This is an optimization exercise on Yosys and OpenROAD, whose aim is a short achievable clock period, not a production implementation. Where RTL was checked, it was by simulation tests only, not by an equivalence proof against the original. No functional check of the RTL was part of runs 2 to 4. No activity file was given, so power comes from the tool's default toggle rates.

==> flow/design.v <==
module Mux4to1_8bits(selector, in0, in1,in2,outData);
input[1:0] selector;
input[7:0] in0,in1,in2;
output reg[7:0] outData;
always @ (*)
	if( selector == 2'b00)
		outData = in0;
	else if( selector == 2'b01)
		outData = in1;
	else if( selector == 2'b10)
		outData = in2;
	else
		outData = 8'b00000000;
endmodule
module Register_8bits(load, register_input, out,clear,clock);
input load, clock,clear;
input [7:0] register_input;
output reg[7:0] out;
always @ (posedge clock)
	if(clear == 1 )
		out <= 8'b00000000;
	else
	begin
      if(load == 1)
        out <= register_input;
      else
        out <= out;
	end
endmodule
module Register_5bits(register_in, load, out ,clear,clock);
input[4:0] register_in;
input load, clear, clock;
output reg[4:0] out;
always @ (posedge clock)
	if(clear == 1 )
		out <= 5'b00000;
	else
	begin
      if(load == 1)
        out <= register_in;
      else
        out <= out;
	end
endmodule
module RAM_8bits(address, WE,dataIn, dataOut, clock);
input [7:0] dataIn;
input [4:0] address;
input WE, clock;
output reg[7:0] dataOut;
reg [7:0] RAM[0:31];
always @ (posedge clock)
	if( WE == 1)
		RAM[address] <= dataIn;
	else
		dataOut <= RAM[address];
endmodule
module datapath(PCload,JMPmux,IRload,Meminst,MemWr,Aload,Reset,Clock,Sub,Asel,Aeq0,Apos,IR,data_in,dataOut);
input PCload, JMPmux, IRload, Meminst, MemWr,Aload,Reset,Clock,Sub;
input[7:0] data_in;
wire[7:0] data_out;
output[7:0] dataOut;
input[1:0] Asel;
output Apos,Aeq0;
output[2:0] IR;
wire[7:0] RAM_out, IR_out;
wire[7:0] mux4to1_out;
wire[4:0] increment_out, PC_out, RAM_address;
reg[4:0] JMPmux_out, Meminst_out;
reg[7:0] subadd_out;
Mux4to1_8bits mux4to1(Asel, subadd_out, data_in , RAM_out ,mux4to1_out);
Register_8bits ARegister(Aload, mux4to1_out, data_out, Reset, Clock);
assign dataOut = data_out;
assign Aeq0 = data_out == 0 ? 1:0;
assign Apos = ~data_out[7];
RAM_8bits RAM(Meminst_out, MemWr , data_out, RAM_out, Clock);
always @ (Sub, data_out, RAM_out)
	if(Sub == 1)
		subadd_out = data_out - RAM_out;
	else
		subadd_out = data_out + RAM_out;
Register_8bits IRRegister(IRload, RAM_out, IR_out, Reset, Clock);
assign IR = IR_out[7:5];
always @ (*)
    if(JMPmux == 1)
        JMPmux_out = IR_out[4:0];
    else
        JMPmux_out = increment_out;
Register_5bits registerPC(JMPmux_out, PCload, PC_out , Reset, Clock);
always @ (Meminst , IR_out[4:0] , PC_out)
    if(Meminst == 1)
        Meminst_out = IR_out[4:0];
    else
        Meminst_out = PC_out;
assign increment_out = PC_out + 1'b1;
endmodule
==> flow/run.sh <==
#!/bin/bash
# synth_recipe.tcl (not shown) runs the flow's synth.tcl, then flattens the netlist and writes it again
# the make line also repeats each setting of config.mk as NAME=value (left out here)
make -C /OpenROAD-flow-scripts/flow DESIGN_CONFIG=/design/flow/config.mk WORK_HOME=/design/flow/orfs CLKGATE_MAP_FILE= SYNTH_SCRIPT=/design/flow/synth_recipe.tcl finish
==> flow/config.mk <==
export PLATFORM = sky130hd
export DESIGN_NAME = datapath
export DESIGN_NICKNAME = datapath
export VERILOG_FILES = /design/flow/design.v
export SDC_FILE = /design/flow/constraint.sdc
export NUM_CORES = 4
export LEC_CHECK = 0
export CAP_MARGIN = 20
export CORE_MARGIN = 2
export CORE_UTILIZATION = 40
export SETUP_SLACK_MARGIN = 3.0
export SLEW_MARGIN = 20
==> flow/constraint.sdc <==
create_clock -name core_clock -period 4.0 [get_ports {Clock}]
set_input_delay 0.8000 -clock core_clock [delete_from_list [all_inputs] [get_ports {Clock}]]
set_output_delay 0.8000 -clock core_clock [all_outputs]
set_load 0.01 [all_outputs]
==> impl_metrics.tcl, run 1 <==
set metrics [dict create \
    status "timing/DRC/antenna clean" \
    path_depth 3 \
    place_congestion 0.857 \
    worst_pin_slew_ns 0.543 \
    hp-start "IRRegister.out[7]" \
    detail_route.wirelength_microns 41100 \
    arrival_ns 1.80 \
    path_clk_slew_ns 0.06 \
    min_period_over_period 0.650 \
    rows 63 \
    path_cells "or4_4 -> nor2_4 -> buf_6" \
    die_height_microns 176 \
    cp.required_ns 3.20 \
    synth.top_cell.area_share 0.666 \
    clock_path_buffers 3 \
    area_growth_pct 52.4 \
    p_leak_nw 6.06 \
    cp_slowest_cell "or4_4" \
    grt_max_degree 23 \
    yosys_warnings 5 \
    start_kind "flip-flop" \
    numCtsBuffers 30 \
    cpLargestDelayFamily "simple AND/OR/NAND/NOR gates" \
    syn_nets 790 \
    grt_use_total 0.247 \
    cts-root-buf "clkbuf_16" \
    crit_type "reg -> out" \
    power_density_mw_per_mm2 427 \
    hp-class "reg -> reg" \
    clock-sinks 285 \
    drt_iter0_drc 929 \
    rr_startpoint "RAM.dataOut[0]" \
    grt_pass1_wl_microns 55100 \
    skew_ns 0.0158 \
    cts_tree "done" \
    crit_fanout 2 \
    fin_setup_tns_ns 0 \
    wl_per_cell_microns 29.6 \
    dieArea_sq_mm 0.0311 \
    hold_viol 0 \
    finalSetupViolations 0 \
    drc 0 \
    holdPathStages 2 \
    dr.pass1.iters 5 \
    rsz0062_at_grt "true" \
    final_cell_mix "edfxtp_1 (264), mux2i_1 (78), buf_6 (58)" \
    initial_core_util 0.404 \
    ctsHoldBuffers 0 \
    dpl.hpwl_microns 18800 \
    yosys_register_bits 285 \
    rr_worst_depth 10 \
    max_stage_delay_ns 0.54 \
    ys_seq_area_frac 0.701 \
    drive_gt1_frac 0.483 \
    boundaryPins 32 \
    clock_latency_ns 0.55 \
    finalPower_mw 7.75 \
    grt_pass1_vias 7866 \
    synth_area_leaders "edfxtp_1 (67%), mux2i_1 (12%), dfxtp_1 (3.5%), o22ai_1 (3.4%), nor2_1 (2.2%)" \
    crit_path_end_kind "output port" \
    syn_inst 761 \
    final_common_cell "edfxtp_1" \
    synth-edff-count 264 \
    rr_endpoint "ARegister.out[6]" \
    overflow 0 \
    via_per_inst 5.96 \
    yosys.area.top_type "edfxtp_1" \
    drtAntennaViolNets 0 \
    path_buf_inv 1 \
    numPortBuffers 31 \
    slew_viol_final 0 \
    fp.dieW_microns 176 \
    maxCapViolations 0 \
    maxSlewHeadroom 0.637 \
    fmax_mhz 385 \
    vias 8279 \
    synth.avg_cell_area_sq_um 15.6 \
    coreArea_sq_mm 0.0295 \
    cts-htree-levels 1 \
    synth_area_sq_mm 0.0119 \
    yosys.cell_types.count 54 \
    layout_min_cycle_time_ns 2.60 \
    num-nets-final 1006 \
    holdPathEnd "IRRegister.out[7]" \
    antenna_found_initial 2 \
    peakVddDrop_mv 0.312 \
    rrSetupSlack_ns 1.54 \
    synthFlopType "edfxtp_1" \
    ys_async_sr_fraction 0 \
]
[cell families (layout without fill, tap and decap cells)]
logic type / count (synthesis) / in the layout / synth area share
fa+ha+maj: 10 / 10 / 0.0111
buf+inv: 46 / 281 / 0.0226
mux: 145 / 148 / 0.124
flops: 285 / 285 / 0.701
compound gates: 124 / 124 / 0.0698
other cells: 0 / 1 / 0
simple gates: 140 / 140 / 0.0631
xor+xnor: 11 / 11 / 0.00809
[cells in the mapped netlist (11+ instances only)]
library cell  number
buf_2             11
mux2i_1          142
dfxtp_1           21
o21ai_2           12
nor2_1            70
nor4_1            16
edfxtp_1         264
nand2_1           14
o22ai_1           64
inv_1             11
[area by class of cell]
class	instances	area, sq um
antenna	1	2.50
sequential	285	8410
clock buffer	39	806
tap	390	488
clock inverter	15	121
inverter	11	50.0
multi-input combinational	433	5050
timing repair buffer	216	3210
fill	2049	11300
[worst reg2reg max path, delay by kind of cell, from the launching register on]
family	cells	cell delay, ns
buffers and inverters	1	0.16
XOR/XNOR	1	0.14
flip-flops	1	0.45
adder cells (fa/ha/maj)	1	0.38
AO/OA/AOI/OAI	3	0.67
AND/OR/NAND/NOR	4	0.54
[power by group]
group | internal, mW | total (mW) | switching, mW
Clock | 1.54 | 2.64 | 1.11
Sequential | 3.36 | 3.44 | 0.0753
Combinational | 0.864 | 1.67 | 0.806
Total | 5.76 | 7.75 | 1.99
[stage by stage]
step	utilization	hold WS, ns	instances	area, sq um	setup slack (ns)
final	0.615	0.502	1390	18100	1.40
after detailed placement	0.444	0.478	1157	13100	0.246
after floorplan	-	0.466	761	12600	1.69
after global placement	0.444	0.465	1157	13100	0.237
after global routing	0.615	0.540	1390	18100	1.40
after CTS	0.574	0.507	1333	16900	1.41
[how the worst max path moves through the flow]
stage	from	endpoint	slack (ns)
6_report	ARegister.out[6]	Aeq0	1.40
5_1_grt	ARegister.out[6]	Aeq0	1.40
4_1_cts	ARegister.out[3]	Aeq0	1.41
3_5_place_dp	Meminst	RAM.dataOut[2]	0.25
3_3_place_gp	Meminst	RAM.dataOut[2]	0.24
2_1_floorplan	Meminst	RAM.dataOut[1]	1.69
[metal layers]
metal | share of wire | GRT usage
met1 | 0.40 | 0.371
met3 | 0.10 | 0.0312
met5 | 0.00066 | 0
met2 | 0.44 | 0.374
met4 | 0.049 | 0.0806
[timing repair]
item | in CTS | in global routing
cloned | 21 | 15
buffers inserted | 101 | 41
resized for setup | 354 | 117
endpoints found under the setup margin | 434 | 500
pin swaps | 76 | 62
[state kept, by name (all words and copies together) (netlist names)]
signal and flops:
RAM.dataOut 8, IRRegister.out 8, RAM.RAM 256, registerPC.out 5
ARegister.out 8
==> run 2: changes to the inputs <==
==> flow/design.v (replaced) <==
module datapath(PCload,JMPmux,IRload,Meminst,MemWr,Aload,Reset,Clock,Sub,Asel,Aeq0,Apos,IR,data_in,dataOut);
input PCload, JMPmux, IRload, Meminst, MemWr, Aload, Reset, Clock, Sub;
input [7:0] data_in;
input [1:0] Asel;
output [7:0] dataOut;
output Apos, Aeq0;
output [2:0] IR;
reg [7:0] A, IR_reg, R;
reg [4:0] PC;
reg       Aeq0_r, Apos_r;
reg [7:0] M [0:31];
reg       pend_v;
reg [4:0] pend_a;
reg [7:0] pend_d;
assign dataOut = A;
assign Aeq0 = Aeq0_r;
assign Apos = Apos_r;
assign IR = IR_reg[7:5];
wire [4:0] ia = IR_reg[4:0];
wire [7:0] rdP = (pend_v && pend_a == PC) ? pend_d : M[PC];
wire [7:0] rdI = (pend_v && pend_a == ia) ? pend_d : M[ia];
wire [7:0] sum = A + R;
wire [7:0] dif = A - R;
wire [7:0] axr = A ^ R;
wire [7:0] aor = A | R;
wire zsum = (axr == {aor[6:0], 1'b0});
wire zdif = (axr == 8'd0);
reg [7:0] A_n;
reg       z_n;
always @(*) begin
  case (Asel)
    2'd0: begin A_n = Sub ? dif : sum; z_n = Sub ? zdif : zsum; end
    2'd1: begin A_n = data_in;         z_n = (data_in == 8'd0); end
    2'd2: begin A_n = R;               z_n = (R == 8'd0); end
    default: begin A_n = 8'd0;         z_n = 1'b1; end
  endcase
end
always @(posedge Clock) begin
  if (Reset) begin
    A <= 8'd0; Aeq0_r <= 1'b1; Apos_r <= 1'b1;
  end else if (Aload) begin
    A <= A_n; Aeq0_r <= z_n; Apos_r <= ~A_n[7];
  end
  if (Reset) IR_reg <= 8'd0;
  else if (IRload) IR_reg <= R;
  if (Reset) PC <= 5'd0;
  else if (PCload) PC <= JMPmux ? ia : PC + 5'd1;
  if (!MemWr) R <= Meminst ? rdI : rdP;
  pend_v <= MemWr;
  pend_a <= Meminst ? ia : PC;
  pend_d <= A;
  if (pend_v) M[pend_a] <= pend_d;
end
endmodule
==> impl_metrics.tcl, run 2 <==
set metrics [dict create \
    muxShareOfSynthArea 0.217 \
    ys_seq_area_frac 0.591 \
    synth_xor_area_frac 0.0140 \
    clock_power_share 0.370 \
    drtAntennaViolNets 0 \
    dpl.hpwl_microns 27200 \
    fp.dieW_microns 198 \
    yosys.cell_types.count 66 \
    overflow 0 \
    numPortBuffers 31 \
    clock-sinks 311 \
    cts-root-buf "clkbuf_16" \
    whs_ns 0.449 \
    hp-class "in -> reg" \
    min_period_over_period 0.622 \
    layout_min_cycle_time_ns 2.49 \
    yosysMostFrequentCell "edfxtp_1" \
    fmax_mhz 402 \
    final_cell_mix "edfxtp_1 (264), mux4_2 (124), buf_4 (80)" \
    final_common_cell "edfxtp_1" \
    synthFlopType "edfxtp_1" \
    maxSlewHeadroom 0.483 \
    detail_route.wirelength_microns 44300 \
    clock_path_buffers 3 \
    crit_fanout 4 \
    boundaryPins 32 \
    synth_top_family_by_area "multiplexers" \
    pwr-share-comb 0.191 \
    largest_reg_flops 256 \
    crit_path_end_kind "flip-flop" \
    slew_viol_final 0 \
    synth-edff-count 264 \
    rows 70 \
    finalSetupViolations 0 \
    via_per_inst 6.13 \
    p_int_mw 6.39 \
    status "timing/DRC/antenna clean" \
    cp.required_ns 4.40 \
    place_congestion 0.963 \
    arrival_ns 2.89 \
    coreArea_sq_mm 0.0368 \
    cp_slowest_cell "edfxtp_1" \
    syn_nets 966 \
    placed_cells 1396 \
    power_frac_seq 0.439 \
    synth.top_cell.area_share 0.529 \
    vias 9776 \
    synthSimpleGateAreaFrac 0.0615 \
    insertedDiodeCount 0 \
    wl_per_cell_microns 27.8 \
    cts-htree-levels 2 \
    num-nets-final 1136 \
    worst_pin_slew_ns 0.773 \
    max_stage_delay_ns 0.49 \
    area_growth_pct 32.2 \
    power_density_mw_per_mm2 435 \
    dr.pass1.iters 6 \
    grt_max_degree 35 \
    path_clk_slew_ns 0.06 \
    synth-compound-area-share 0.0702 \
    yosys_register_bits 311 \
    synth_area_leaders "edfxtp_1 (53%), mux4_2 (19%), dfxtp_1 (6.3%), mux2i_1 (1.9%), nor2_1 (1.9%)" \
    skew_ns 0.0210 \
    regMostFlops "M" \
    yosys_warnings 1 \
    drt_iter0_drc 1087 \
    numCtsBuffers 35 \
    ys_async_sr_fraction 0 \
    rsz0062_at_grt "true" \
    grt_use_total 0.226 \
    clock_latency_ns 0.52 \
    grt_pass1_vias 9806 \
    fin_setup_tns_ns 0 \
    crit_type "reg -> reg" \
    ctsHoldBuffers 0 \
    dieArea_sq_mm 0.0391 \
    synth_common_cells "edfxtp_1 (264), mux4_2 (124), nor2_1 (77), dfxtp_1 (47), mux2i_1 (29)" \
    critPathMostFrequentCell "o21a_1" \
    synth_area_sq_mm 0.0150 \
    p_leak_nw 6.49 \
    peakVddDrop_mv 0.366 \
    initial_core_util 0.408 \
    drive_gt1_frac 0.489 \
    drc 0 \
    syn_inst 930 \
    grt_pass1_wl_microns 64200 \
    cts_tree "done" \
    fillers 2864 \
    maxCapViolations 0 \
    path_cells "inv_2 -> ha_4 -> mux2_4 -> inv_4 -> ha_4 -> nor2b_4 -> o21a_1 -> o21a_1 -> o21a_1 -> o311ai_1 -> o2bb2ai_1" \
    synth.avg_cell_area_sq_um 16.1 \
    antenna_found_initial 0 \
    instances_no_fill 1594 \
    p_sw_frac 0.261 \
    hold_viol 0 \
    switchingPower_mw 2.25 \
    die_height_microns 198 \
    start_kind "flip-flop" \
    synthAdderAreaFrac 0.0147 \
    yosys.area.top_type "edfxtp_1" \
]
-- run 2: cell count changes in the layout (fill, tap and decap cells not counted), moves of 16 or more --
cell / delta
mux4_2: +124
o22ai_2: -27
buf_4: +31
mux2i_2: -16
o22ai_1: -21
mux2i_4: -37
mux2i_1: -61
buf_16: -22
-- run 2: final timing paths --
path / startpoint / endpoint / slack (ns) / cells after the start
worst max-delay path: R[0] / A[5] / 1.51 / 11
worst min-delay path: MemWr / pend_v / 0.45 / 1
worst max register to register: R[0] / A[5] / 1.51 / 11
worst min register to register: A[0] / pend_d[0] / 0.50 / 1
-- run 2: worst max-delay path, delay by kind of cell (launching register included) --
family          cells  cell delay [ns]
flops               1             0.49
compound gates      5             0.90
simple gates        1             0.12
mux                 1             0.29
buf+inv             2             0.19
fa+ha+maj           2             0.39
-- run 2: timing repair --
| action | CTS | global route |
|---|---|---|
| endpoints found under the hold margin | 0 | 0 |
| pin swaps | 63 | 44 |
| buffers inserted | 104 | 26 |
| gates cloned | 3 | 2 |
| gates resized for setup | 228 | 84 |
| setup endpoints to repair | 483 | 360 |
-- run 2: area by class of cell --
class / count / area, sq um / share of cell area
clock buffer: 44 / 982 / 0.0495
clock inverter: 19 / 161 / 0.00814
timing repair buffer: 202 / 2460 / 0.124
inverter: 18 / 73.8 / 0.00372
sequential: 311 / 8980 / 0.453
multi-input combinational: 532 / 6590 / 0.332
tap: 468 / 586 / 0.0295
-- run 2: cell families after synthesis --
family | after synthesis
DFF | 311
xor gates and xnor gates | 24
buffers and inverters | 87
and+or+nand+nor | 184
muxes | 163
adders and majority gates | 17
AOI/OAI and AO/OA | 144
-- run 2: power groups by stage --
stage | sequential, mW | clock (mW) | combinational [mW]
after floorplan | 3.80 | 0 | 0.899
after global placement | 3.90 | 0 | 1.15
after detailed placement | 3.90 | 0 | 1.16
after CTS | 3.79 | 3.23 | 1.46
after global routing | 3.80 | 3.37 | 1.74
final | 3.79 | 3.19 | 1.65
-- run 2: per-stage QoR --
step	total power, mW	util	setup slack [ns]	instance area (sq um)
final	8.64	0.539	1.51	19800
after global routing	8.91	0.539	1.43	19800
after CTS	8.48	0.520	1.54	19100
after detailed placement	5.06	0.441	0.749	16200
after global placement	5.05	0.441	0.773	16200
after floorplan	4.70	-	1.47	15700
-- run 2: per-layer routing --
layer	routed length, microns	global-route usage
met5	0	0
met4	1830	0.0780
met3	3960	0.0429
met2	20800	0.362
met1	17700	0.312
==> run 3: changes to the inputs <==
==> flow/design.v (replaced) <==
module datapath(PCload,JMPmux,IRload,Meminst,MemWr,Aload,Reset,Clock,Sub,Asel,Aeq0,Apos,IR,data_in,dataOut);
input PCload, JMPmux, IRload, Meminst, MemWr, Aload, Reset, Clock, Sub;
input [7:0] data_in;
input [1:0] Asel;
output [7:0] dataOut;
output Apos, Aeq0;
output [2:0] IR;
reg [7:0]  A;         
reg        Aeq0_r;    
reg        Apos_r;    
reg [2:0]  op;        
reg [31:0] ia_oh;     
reg [31:0] pc_oh;     
reg [7:0]  R;         
assign dataOut = A;
assign Aeq0 = Aeq0_r;
assign Apos = Apos_r;
assign IR = op;
wire [31:0] we;
wire [7:0]  M [0:31];
genvar gi;
generate
  for (gi = 0; gi < 32; gi = gi + 1) begin : word
    reg [7:0] w;
    assign we[gi] = MemWr & (Meminst ? ia_oh[gi] : pc_oh[gi]);
    always @(posedge Clock)
      if (we[gi]) w <= A;
    assign M[gi] = w;
  end
endgenerate
reg [7:0] rdP, rdI;
integer k;
always @(*) begin
  rdP = 8'd0;
  rdI = 8'd0;
  for (k = 0; k < 32; k = k + 1) begin
    rdP = rdP | ({8{pc_oh[k]}} & M[k]);
    rdI = rdI | ({8{ia_oh[k]}} & M[k]);
  end
end
wire selR = MemWr;
wire selI = ~MemWr & Meminst;
wire selP = ~MemWr & ~Meminst;
wire [7:0] R_n = ({8{selR}} & R) | ({8{selI}} & rdI) | ({8{selP}} & rdP);
function [7:0] padd;
  input [7:0] a, b;
  input       cin;
  reg [7:0] g, p, G, P, G2, P2, G3, P3;
  reg [8:0] c;
  integer i;
  begin
    g = a & b;
    p = a ^ b;
    g[0] = g[0] | (p[0] & cin);
    for (i = 0; i < 8; i = i + 1) begin
      if (i >= 1) begin G[i] = g[i] | (p[i] & g[i-1]); P[i] = p[i] & p[i-1]; end
      else        begin G[i] = g[i];                   P[i] = p[i]; end
    end
    for (i = 0; i < 8; i = i + 1) begin
      if (i >= 2) begin G2[i] = G[i] | (P[i] & G[i-2]); P2[i] = P[i] & P[i-2]; end
      else        begin G2[i] = G[i];                    P2[i] = P[i]; end
    end
    for (i = 0; i < 8; i = i + 1) begin
      if (i >= 4) begin G3[i] = G2[i] | (P2[i] & G2[i-4]); P3[i] = P2[i] & P2[i-4]; end
      else        begin G3[i] = G2[i];                      P3[i] = P2[i]; end
    end
    padd[0] = a[0] ^ b[0] ^ cin;
    for (i = 1; i < 8; i = i + 1)
      padd[i] = p[i] ^ G3[i-1];
  end
endfunction
wire [7:0] sum = padd(A, R, 1'b0);
wire [7:0] dif = padd(A, ~R, 1'b1);
wire [7:0] axr = A ^ R;
wire [7:0] aor = A | R;
wire zsum = (axr == {aor[6:0], 1'b0});    
wire zdif = (axr == 8'd0);                
reg [7:0] A_n;
reg       z_n;
always @(*) begin
  case (Asel)
    2'd0:    begin A_n = Sub ? dif : sum; z_n = Sub ? zdif : zsum; end
    2'd1:    begin A_n = data_in;         z_n = (data_in == 8'd0); end
    2'd2:    begin A_n = R;               z_n = (R == 8'd0); end
    default: begin A_n = 8'd0;            z_n = 1'b1; end
  endcase
end
always @(posedge Clock) begin
  R <= R_n;
  if (Reset) begin
    A <= 8'd0; Aeq0_r <= 1'b1; Apos_r <= 1'b1;
  end else if (Aload) begin
    A <= A_n; Aeq0_r <= z_n; Apos_r <= ~A_n[7];
  end
  if (Reset) begin
    op <= 3'd0; ia_oh <= 32'd1;
  end else if (IRload) begin
    op <= R[7:5]; ia_oh <= 32'd1 << R[4:0];
  end
  if (Reset) pc_oh <= 32'd1;
  else if (PCload) pc_oh <= JMPmux ? ia_oh : {pc_oh[30:0], pc_oh[31]};
end
endmodule
==> impl_metrics.tcl, run 3 <==
set metrics [dict create \
    antenna_found_initial 1 \
    cts-root-buf "clkbuf_16" \
    numPortBuffers 31 \
    clock-sinks 341 \
    drc 0 \
    maxCapViolations 0 \
    switchingPower_mw 2.89 \
    dr.pass1.iters 10 \
    place_congestion 1.02 \
    power_frac_seq 0.422 \
    p_sw_frac 0.292 \
    grt_pass1_wl_microns 113000 \
    yosys.cell_types.count 54 \
    ys_async_sr_fraction 0 \
    drtAntennaViolNets 0 \
    final_cell_mix "edfxtp_1 (256), a22oi_1 (152), buf_4 (138)" \
    hold_viol 0 \
    p_int_mw 7.01 \
    crit_type "reg -> reg" \
    largest_reg_flops 256 \
    initial_core_util 0.405 \
    placed_cells 1692 \
    crit_fanout 3 \
    dieArea_sq_mm 0.0397 \
    die_height_microns 199 \
    fmax_mhz 441 \
    numCtsBuffers 39 \
    worst_pin_slew_ns 0.689 \
    slew_viol_final 0 \
    grt_max_degree 77 \
    path_clk_slew_ns 0.06 \
    pwr-share-comb 0.199 \
    yosys_warnings 1 \
    dpl.hpwl_microns 49700 \
    synth.avg_cell_area_sq_um 12.6 \
    regMostFlops "word.w" \
    yosys.area.top_type "edfxtp_1" \
    start_kind "flip-flop" \
    wl_per_cell_microns 43.1 \
    clock_path_buffers 3 \
    grt_use_total 0.432 \
    fin_setup_tns_ns 0 \
    synthFlopType "edfxtp_1" \
    syn_nets 1255 \
    synth_area_leaders "edfxtp_1 (50%), dfxtp_1 (11%), a22oi_1 (8.9%), mux2i_1 (4.7%), clkbuf_1 (2.5%)" \
    rows 71 \
    power_density_mw_per_mm2 432 \
    p_leak_nw 8.09 \
    drt_iter0_drc 3032 \
    crit_path_end_kind "flip-flop" \
    synth_area_sq_mm 0.0152 \
    via_per_inst 7.23 \
    peakVddDrop_mv 0.317 \
    rsz0062_at_grt "true" \
    boundaryPins 32 \
    skew_ns 0.0339 \
    clock_latency_ns 0.59 \
    reg_top3 "word.w x256, ia_oh x32, pc_oh x32" \
    arrival_ns 2.77 \
    min_period_over_period 0.567 \
    grt_pass1_vias 13600 \
    yosys_register_bits 341 \
    area_growth_pct 50.3 \
    cts-htree-levels 2 \
    cts_tree "done" \
    detail_route.wirelength_microns 88000 \
    yosysMostFrequentCell "edfxtp_1" \
    synth_common_cells "edfxtp_1 (256), a22oi_1 (181), clkbuf_1 (100), nor2_1 (93), dfxtp_1 (85)" \
    clock_power_share 0.380 \
    status "timing/DRC/antenna clean" \
    coreArea_sq_mm 0.0376 \
    layout_min_cycle_time_ns 2.27 \
    synth-edff-count 256 \
    final_common_cell "edfxtp_1" \
    maxSlewHeadroom 0.537 \
    overflow 0 \
    ys_seq_area_frac 0.616 \
    num-nets-final 1539 \
    finalSetupViolations 0 \
    vias 14800 \
    synth.top_cell.area_share 0.505 \
    hp-class "reg -> reg" \
    drive_gt1_frac 0.450 \
    syn_inst 1213 \
    instances_no_fill 2041 \
    cp.required_ns 4.50 \
    fp.dieW_microns 199 \
]
-- run 3: cell types whose count changed after synthesis, sizes merged, moves of 16 or more --
cell	change
mux4	-128
dfxtp	+38
a22oi	+158
buf	-36
nor2b	+22
nor2	+16
a221oi	+34
nand4	+41
mux2i	+42
a211oi	+32
clkbuf	+75
a22o	+33
-- run 3: final timing paths --
path / cells past startpoint / from / slack, ns / endpoint
min reg2reg: 2 / op[2] / 0.50 / op[2]
min: 2 / op[2] / 0.50 / op[2]
max reg2reg: 11 / A[0] / 1.73 / A[6]
max: 11 / A[0] / 1.73 / A[6]
-- run 3: worst max-delay path: stages, from the launching register on --
cell and delay (ns):
dfxtp_4 0.37, buf_12 0.13, clkinv_8 0.04, ha_4 0.13, inv_2 0.04, fa_2 0.36
nand2b_4 0.11, a211oi_4 0.06, o41a_1 0.31, or3_1 0.31, a311oi_1 0.23, a21o_1 0.11
-- run 3: per-stage QoR --
stage	hold slack [ns]	util	cell area [sq um]	power (mW)	setup WS, ns
after floorplan	0.493	-	15900	4.86	1.85
after detailed placement	0.475	0.437	16400	5.34	1.12
final	0.498	0.609	22900	9.89	1.73
after global placement	0.464	0.437	16400	5.36	1.12
after global routing	0.546	0.609	22900	10.1	1.67
after CTS	0.508	0.573	21500	9.56	1.67
-- run 3: logic make-up (layout without fill, tap and decap cells) --
group                      Yosys count  count (layout)  share of synthesized area
AOI/OAI and AO/OA                  363             363                      0.186
xor gates and xnor gates            13              13                    0.00747
DFF                                341             341                      0.616
adders and majority gates           23              23                     0.0199
and+or+nand+nor                    275             275                     0.0908
other                                0               4                          0
muxes                               71              71                     0.0467
buffers and inverters              127             440                     0.0327
-- run 3: power groups by stage --
| stage | clock (mW) | combinational, mW | sequential, mW |
|---|---|---|---|
| 6_report | 3.76 | 1.97 | 4.17 |
| 2_1_floorplan | 0 | 0.715 | 4.15 |
| 5_1_grt | 3.90 | 2.00 | 4.16 |
| 3_3_place_gp | 0 | 0.981 | 4.38 |
| 3_5_place_dp | 0 | 0.976 | 4.37 |
| 4_1_cts | 3.75 | 1.65 | 4.16 |
-- run 3: layer usage --
metal  vias to the layer above  global-route usage  part of all wire  routed length (microns)
met5                         -              0.0153                 0                        0
met4                         0               0.327             0.094                     8240
met3                       447               0.180              0.16                    14500
met2                      1539               0.589              0.39                    34700
met1                      7266               0.539              0.35                    30600
li1                       5499                   -                 -                        -
-- run 3: timing repair --
action                                  4_1_cts  5_1_grt
buffers inserted                            189       71
gates resized for setup                     478      165
pin swaps                                    74       60
gates cloned                                 10        5
endpoints found under the setup margin      426      415
hold buffers                                  0        0
-- run 3: layout make-up --
type                    instances  area (sq um)
clock buffers                  44          1030
clock inverters                26           282
well taps                     511           639
inverters                      19           130
multi-input cells             745          6680
repair inverters                1          8.76
flip-flops and latches        341          9650
diodes                          4          10.0
repair buffers                350          4460
fillers                      2871         14700
==> run 4: changes to the inputs <==
--- a/flow/config.mk
+++ b/flow/config.mk
@@ -5,6 +5,7 @@
 export SDC_FILE = /design/flow/constraint.sdc
 export NUM_CORES = 4
 export LEC_CHECK = 0
+export ABC_CLOCK_PERIOD_IN_PS = 1000
 export CAP_MARGIN = 20
 export CORE_MARGIN = 2
 export CORE_UTILIZATION = 40
==> impl_metrics.tcl, run 4 <==
set metrics [dict create \
    yosys_register_bits 341 \
    maxSlewHeadroom 0.537 \
    layout_min_cycle_time_ns 2.27 \
    coreArea_sq_mm 0.0376 \
    grt_max_degree 77 \
    synth.top_cell.area_share 0.505 \
    ys_async_sr_fraction 0 \
    dpl.hpwl_microns 49700 \
    numCtsBuffers 39 \
    drive_gt1_frac 0.450 \
    yosys.area.top_type "edfxtp_1" \
    cts_tree "done" \
    worst_pin_slew_ns 0.689 \
    postPlaceCellArea_sq_mm 0.0164 \
    die_height_microns 199 \
    fmax_mhz 441 \
    fillers 2871 \
    p_int_mw 7.01 \
    dr.pass1.iters 10 \
    clock_latency_ns 0.59 \
    pwr-share-comb 0.199 \
    dp_slack_ns 1.12 \
    p_sw_frac 0.292 \
    syn_nets 1255 \
    fin_setup_tns_ns 0 \
    cts-root-buf "clkbuf_16" \
    via_per_inst 7.23 \
    rows 71 \
    cts-htree-levels 2 \
    final_cell_mix "edfxtp_1 (256), a22oi_1 (152), buf_4 (138)" \
    hp-class "reg -> reg" \
    path_cells "buf_12 -> clkinv_8 -> ha_4 -> inv_2 -> fa_2 -> nand2b_4 -> a211oi_4 -> o41a_1 -> or3_1 -> a311oi_1 -> a21o_1" \
    hold_viol 0 \
    numPortBuffers 31 \
    clock_path_buffers 3 \
    ctsHoldBuffers 0 \
    grt_use_total 0.432 \
    crit_path_end_kind "flip-flop" \
    power_density_mw_per_mm2 432 \
    peakVddDrop_mv 0.317 \
    yosysMostFrequentCell "edfxtp_1" \
    place_congestion 1.02 \
    wl_per_cell_microns 43.1 \
    synthFlopType "edfxtp_1" \
    skew_ns 0.0339 \
    max_stage_delay_ns 0.37 \
    yosys.cell_types.count 54 \
    cp_slowest_cell "dfxtp_4" \
    path_clk_slew_ns 0.06 \
    status "timing/DRC/antenna clean" \
    reg_top3 "word.w x256, ia_oh x32, pc_oh x32" \
    min_period_over_period 0.567 \
    drtAntennaViolNets 0 \
    clock_power_share 0.380 \
    multiInputGateArea_sq_mm 0.00668 \
    synth-edff-count 256 \
    grt_pass1_vias 13600 \
    grt_pass1_wl_microns 113000 \
    p_leak_nw 8.09 \
    regArea_sq_mm 0.00965 \
    regMostFlops "word.w" \
    stdcell_area_sq_mm 0.0229 \
    fp.dieW_microns 199 \
    slew_viol_final 0 \
    dieArea_sq_mm 0.0397 \
    start_kind "flip-flop" \
    synth_area_leaders "edfxtp_1 (50%), dfxtp_1 (11%), a22oi_1 (8.9%), mux2i_1 (4.7%), clkbuf_1 (2.5%)" \
    maxCapViolations 0 \
    area_growth_pct 50.3 \
    synth_area_sq_mm 0.0152 \
    switchingPower_mw 2.89 \
    placed_cells 1692 \
    arrival_ns 2.77 \
    rrSetupSlack_ns 1.73 \
    boundaryPins 32 \
    yosys_warnings 1 \
    drc 0 \
    instances_no_fill 2041 \
    num-nets-final 1539 \
    detail_route.wirelength_microns 88000 \
    rsz0062_at_grt "true" \
    largest_reg_flops 256 \
    vias 14800 \
    crit_type "reg -> reg" \
    drt_iter0_drc 3032 \
    synth_common_cells "edfxtp_1 (256), a22oi_1 (181), clkbuf_1 (100), nor2_1 (93), dfxtp_1 (85)" \
    power_frac_seq 0.422 \
    cp.required_ns 4.50 \
    finalSetupViolations 0 \
    initial_core_util 0.405 \
    final_common_cell "edfxtp_1" \
    crit_fanout 3 \
    clock-sinks 341 \
    synth.avg_cell_area_sq_um 12.6 \
    overflow 0 \
    ys_seq_area_frac 0.616 \
    fin_ws_ns 1.73 \
    antenna_found_initial 1 \
    syn_inst 1213 \
]
==> run 4: cell counts in the layout (fill, tap and decap cells not counted) <==
No cell type changed its count.
==> run 4: stage by stage <==
step                 util  total power, mW  hold WS [ns]
floorplan               -             4.86         0.493
global placement    0.437             5.36         0.464
detailed placement  0.437             5.34         0.475
CTS                 0.573             9.56         0.508
global route        0.609             10.1         0.546
finish              0.609             9.89         0.498
==> run 4: timing repair <==
action | in CTS | in global routing
gates resized for setup | 478 | 165
pin swaps | 74 | 60
endpoints found under the setup margin | 426 | 415
endpoints found under the hold margin | 0 | 0
setup buffers | 189 | 71
gates cloned | 10 | 5
==> run 4: final cells by class <==
| type | count | area share |
|---|---|---|
| multi-input combinational | 745 | 0.292 |
| sequential | 341 | 0.422 |
| tap | 511 | 0.0279 |
| timing repair inverter | 1 | 0.000383 |
| clock inverter | 26 | 0.0123 |
| clock buffer | 44 | 0.0448 |
| antenna | 4 | 0.000437 |
| timing repair buffer | 350 | 0.195 |
| inverter | 19 | 0.00568 |
==> run 4: worst max-delay path, delay by kind of cell (launching register included) <==
family | cells | cell delay (ns)
buffers and inverters | 3 | 0.21
and+or+nand+nor | 2 | 0.42
adders and majority gates | 2 | 0.49
AOI/OAI and AO/OA | 4 | 0.71
DFF | 1 | 0.37
==> run 4: kinds of logic (layout without fill, tap and decap cells) <==
group,after synthesis,after routing,synth area share
flip-flops,341,341,0.616
AO/OA/AOI/OAI,363,363,0.186
other,0,4,0
XOR/XNOR,13,13,0.00747
AND/OR/NAND/NOR,275,275,0.0908
buffers and inverters,127,440,0.0327
adder cells (fa/ha/maj),23,23,0.0199
multiplexers,71,71,0.0467
==> run 4: layer usage <==
layer | share of wire | track usage | wire (microns)
met4 | 0.094 | 0.327 | 8240
met3 | 0.16 | 0.180 | 14500
met5 | 0 | 0.0153 | 0
met1 | 0.35 | 0.539 | 30600
met2 | 0.39 | 0.589 | 34700
==> run 4: path summary, 6_finish.rpt <==
kind,start,cells after the start,endpoint
hold / removal,op[2],2,op[2]
hold reg to reg,op[2],2,op[2]
setup reg to reg,A[0],11,A[6]
setup / recovery,A[0],11,A[6]
==> run 4: power by group through the flow <==
stage	logic, mW	clock network (mW)	registers [mW]
floorplan	0.715	0	4.15
global placement	0.981	0	4.38
detailed placement	0.976	0	4.37
CTS	1.65	3.75	4.16
global route	2.00	3.90	4.16
finish	1.97	3.76	4.17
==> run 5: changes to the inputs <==
==> flow/design.v (replaced) <==
module datapath(PCload,JMPmux,IRload,Meminst,MemWr,Aload,Reset,Clock,Sub,Asel,Aeq0,Apos,IR,data_in,dataOut);
input PCload, JMPmux, IRload, Meminst, MemWr, Aload, Reset, Clock, Sub;
input [7:0] data_in;
input [1:0] Asel;
output [7:0] dataOut;
output Apos, Aeq0;
output [2:0] IR;
reg [7:0]  A;         
reg        Aeq0_r;    
reg        Apos_r;    
reg [2:0]  op;        
reg [31:0] ia_oh;     
reg [31:0] pc_oh;     
reg [7:0]  R;         
assign dataOut = A;
assign Aeq0 = Aeq0_r;
assign Apos = Apos_r;
assign IR = op;
wire [31:0] we;
wire [7:0]  M [0:31];
genvar gi;
generate
  for (gi = 0; gi < 32; gi = gi + 1) begin : word
    reg [7:0] w;
    assign we[gi] = MemWr & (Meminst ? ia_oh[gi] : pc_oh[gi]);
    always @(posedge Clock)
      if (we[gi]) w <= A;
    assign M[gi] = w;
  end
endgenerate
reg [7:0] rdP, rdI;
integer k;
always @(*) begin
  rdP = 8'd0;
  rdI = 8'd0;
  for (k = 0; k < 32; k = k + 1) begin
    rdP = rdP | ({8{pc_oh[k]}} & M[k]);
    rdI = rdI | ({8{ia_oh[k]}} & M[k]);
  end
end
wire selR = MemWr;
wire selI = ~MemWr & Meminst;
wire selP = ~MemWr & ~Meminst;
wire [7:0] R_n = ({8{selR}} & R) | ({8{selI}} & rdI) | ({8{selP}} & rdP);
wire [7:0] a = A;
wire [7:0] b = R ^ {8{Sub}};
wire [7:0] g = a & b;
wire [7:0] t = a | b;
wire [7:0] G1, T1, G2, T2, G4, c, sum;
assign G1[0] = (a[0] & (R[0] | Sub)) | (Sub & ~R[0]);
assign T1[0] = t[0];
genvar gi2;
generate
  for (gi2 = 1; gi2 < 8; gi2 = gi2 + 1) begin : pfx1
    if (gi2 == 1)
      assign G1[1] = g[1] | (t[1] & a[0] & (R[0] | Sub)) | (t[1] & Sub & ~R[0]);
    else
      assign G1[gi2] = g[gi2] | (t[gi2] & g[gi2-1]);
    assign T1[gi2] = t[gi2] & t[gi2-1];
  end
  for (gi2 = 0; gi2 < 8; gi2 = gi2 + 1) begin : pfx2
    if (gi2 >= 2) begin
      assign G2[gi2] = G1[gi2] | (T1[gi2] & G1[gi2-2]);
      assign T2[gi2] = T1[gi2] & T1[gi2-2];
    end else begin
      assign G2[gi2] = G1[gi2];
      assign T2[gi2] = T1[gi2];
    end
  end
  for (gi2 = 0; gi2 < 8; gi2 = gi2 + 1) begin : pfx4
    if (gi2 >= 4) assign G4[gi2] = G2[gi2] | (T2[gi2] & G2[gi2-4]);
    else          assign G4[gi2] = G2[gi2];
  end
endgenerate
assign c = {G4[6:0], Sub};
assign sum = (a ^ c) ^ b;
wire [7:0] zbit;
assign zbit[0] = ~((a[0] ^ Sub) ^ b[0]);
generate
  for (gi2 = 1; gi2 < 8; gi2 = gi2 + 1) begin : zs
    assign zbit[gi2] = ~((a[gi2] ^ t[gi2-1]) ^ b[gi2]);
  end
endgenerate
wire zsum = &zbit;
wire       aS = ~Reset & Aload & (Asel == 2'd0);    
wire       aD = ~Reset & Aload & (Asel == 2'd1);    
wire       aR = ~Reset & Aload & (Asel == 2'd2);    
wire       aH = ~Reset & ~Aload;                    
wire [7:0] oth = ({8{aD}} & data_in) | ({8{aR}} & R) | ({8{aH}} & A);
wire [7:0] A_n = ({8{aS}} & sum) | oth;
wire zoth = (aD & (data_in == 8'd0)) | (aR & (R == 8'd0)) | (aH & Aeq0_r) | Reset | (Aload & (Asel == 2'd3));
wire z_n  = (aS & zsum) | zoth;
always @(posedge Clock) begin
  R <= R_n;
  A <= A_n;
  Aeq0_r <= z_n;
  Apos_r <= ~A_n[7];
  if (Reset) begin
    op <= 3'd0; ia_oh <= 32'd1;
  end else if (IRload) begin
    op <= R[7:5]; ia_oh <= 32'd1 << R[4:0];
  end
  if (Reset) pc_oh <= 32'd1;
  else if (PCload) pc_oh <= JMPmux ? ia_oh : {pc_oh[30:0], pc_oh[31]};
end
endmodule
--- a/flow/config.mk
+++ b/flow/config.mk
@@ -5,7 +5,6 @@
 export SDC_FILE = /design/flow/constraint.sdc
 export NUM_CORES = 4
 export LEC_CHECK = 0
-export ABC_CLOCK_PERIOD_IN_PS = 1000
 export CAP_MARGIN = 20
 export CORE_MARGIN = 2
 export CORE_UTILIZATION = 40
==> impl_metrics.tcl, run 5 <==
set metrics [dict create \
    synth_area_leaders "edfxtp_1 (50%), dfxtp_1 (11%), a22oi_1 (9.4%), mux2i_1 (4.6%), nor2b_1 (2.6%)" \
    numCtsBuffers 39 \
    clock_path_buffers 3 \
    fin_util 0.607 \
    skew_ns 0.0184 \
    grt_use_total 0.396 \
    crit_fanout 2 \
    start_kind "flip-flop" \
    clock_latency_ns 0.56 \
    syn_inst 1263 \
    dpl.hpwl_microns 42400 \
    antenna_found_initial 4 \
    synth.top_cell.area_share 0.501 \
    fp.dieW_microns 200 \
    vias 14800 \
    wl_per_cell_microns 40.0 \
    maxSlewHeadroom 0.640 \
    synth_area_sq_mm 0.0154 \
    drt_iter0_drc 2644 \
    yosys_warnings 1 \
    grt_pass1_vias 13700 \
    yosysMostFrequentCell "edfxtp_1" \
    crit_path_end_kind "output port" \
    fin_setup_tns_ns 0 \
    synthFlopType "edfxtp_1" \
    clock-sinks 341 \
    slew_viol_final 0 \
    met3_length_microns 13400 \
    fmax_mhz 508 \
    postPlaceCellArea_sq_mm 0.0166 \
    arrival_ns 1.17 \
    yosys.cell_types.count 55 \
    layout_min_cycle_time_ns 1.97 \
    ys_async_sr_fraction 0 \
    cts-root-buf "clkbuf_16" \
    grt_pass1_wl_microns 106000 \
    overflow 0 \
    detail_route.wirelength_microns 82600 \
    ctsHoldBuffers 0 \
    coreArea_sq_mm 0.0378 \
    ys_seq_area_frac 0.612 \
    synth-edff-count 256 \
    cts_tree "done" \
    final_common_cell "edfxtp_1" \
    boundaryPins 32 \
    stdcell_area_sq_mm 0.0229 \
    path_clk_slew_ns 0.06 \
    yosys_register_bits 341 \
    largest_reg_flops 256 \
    drtAntennaViolNets 0 \
    numPortBuffers 31 \
    dieArea_sq_mm 0.0400 \
    rows 71 \
    area_growth_pct 49.4 \
    yosys.area.top_type "edfxtp_1" \
    cts-htree-levels 2 \
    peakVddDrop_mv 0.303 \
    num-nets-final 1545 \
    finalSetupViolations 0 \
    grt_max_degree 70 \
    initial_core_util 0.407 \
    power_density_mw_per_mm2 419 \
    regMostFlops "word.w" \
    status "timing/DRC/antenna clean" \
    maxCapViolations 0 \
    syn_nets 1283 \
    rsz0062_at_grt "true" \
    top_layer "met5" \
    dr.pass1.iters 10 \
    p_leak_nw 8.09 \
    drc 0 \
    die_height_microns 200 \
    place_congestion 1.02 \
    min_period_over_period 0.492 \
    whs_ns 0.496 \
    hp-class "reg -> reg" \
    cp.required_ns 3.20 \
    wl_met2_microns 33300 \
    synth_common_cells "edfxtp_1 (256), a22oi_1 (192), clkbuf_1 (95), nor2_1 (94), dfxtp_1 (85)" \
    via_per_inst 7.18 \
    reg_top3 "word.w x256, ia_oh x32, pc_oh x32" \
    crit_type "reg -> out" \
    drive_gt1_frac 0.438 \
    hold_viol 0 \
    synth.avg_cell_area_sq_um 12.2 \
    worst_pin_slew_ns 0.539 \
    final_cell_mix "edfxtp_1 (256), a22oi_1 (178), buf_4 (108)" \
    wl_met1_microns 27600 \
]
[run 5: cell count changes in the layout (fill, tap and decap cells not counted), sizes merged, moves of 15 or more]
| cell | delta |
|---|---|
| nand3 | -17 |
| nor2b | +26 |
| nand2 | +21 |
| buf | -15 |
| ha | -20 |
| a21oi | +40 |
[run 5: logic make-up after synthesis]
kind of cell,after synthesis,synth area share
AOI/OAI and AO/OA,401,0.194
DFF,341,0.612
adders and majority gates,1,0.000815
buffers and inverters,127,0.0345
muxes,71,0.0463
and+or+nand+nor,302,0.0999
xor gates and xnor gates,20,0.0134
[run 5: critical path, stage by stage (launching register included)]
cell	delay, ns
dfxtp_4	0.36
buf_12	0.15
buf_6	0.12
[run 5: cell type report]
class,count,area [sq um]
diodes,3,7.51
clock buffers,52,1110
clock inverters,17,116
fillers,2764,14800
inverters,10,50.0
multi-input cells,795,6870
flip-flops and latches,341,9660
well taps,511,639
repair buffers,338,4480
[run 5: through the flow]
step	power, mW	worst slack (ns)	cells
after floorplan	4.90	1.83	1263
after global placement	5.28	0.912	1726
after detailed placement	5.28	0.852	1726
after CTS	9.21	2.05	1989
after global routing	9.76	2.02	2064
final	9.61	2.03	2067
[run 5: path summary, 6_finish.rpt]
path,start,to,slack (ns),cells after the start
max,A[2],dataOut[2],2.03,2
min,op[2],op[2],0.50,2
min reg2reg,op[2],op[2],0.50,2
max reg2reg,word[13].w[2],R[2],2.06,5
[run 5: per-layer routing]
layer,GRT usage,vias up
met4,0.284,10
met1,0.488,7175
met3,0.162,562
met5,0.00864,-
met2,0.560,1537
li1,-,5556
[run 5: power breakdown]
part | switching, mW | internal [mW] | leakage [nW] | total (mW)
Combinational | 1.01 | 0.863 | 4.35 | 1.87
Clock | 1.51 | 2.02 | 0.600 | 3.52
Sequential | 0.250 | 3.96 | 3.14 | 4.21
Total | 2.77 | 6.84 | 8.09 | 9.61
[run 5: what timing repair did]
item | in CTS | in global routing
pin swaps | 45 | 48
resized for setup | 477 | 153
endpoints found under the hold margin | 0 | 0
buffers inserted | 188 | 66
endpoints found under the setup margin | 418 | 522
gates cloned | 6 | 9

==> separate check: timing with driven ports <==
Ports are ideal in the flow. The routed layouts listed here were re-timed in OpenROAD. Step 1 sets driving cells, clkbuf_16 on the clock port and buf_2 on the other inputs (assumed; they add their load-dependent delay and slew). Step 2 adds t to the input delays and takes it off the output delays; t is the mean of the earliest and latest rising clock arrival at the registers after step 1. Input paths then give back, and output paths get back, about the clock's delay inside the block. Three values: ideal, step 1, step 2; two values: the first two.
run | t, ns | setup WS [ns] | worst data-port slew with drivers (ns)
run 1 | 0.591 | 1.402 / 1.355 / 1.057 | 0.08
run 2 | 0.558 | 1.514 / 1.514 / 1.000 | 0.06
run 3 | 0.633 | 1.733 / 1.733 / 1.198 | 0.29
run 4 | 0.633 | 1.733 / 1.733 / 1.198 | 0.29
run 5 | 0.607 | 2.031 / 1.974 / 1.507 | 0.32
After both steps every run listed still meets setup and hold.
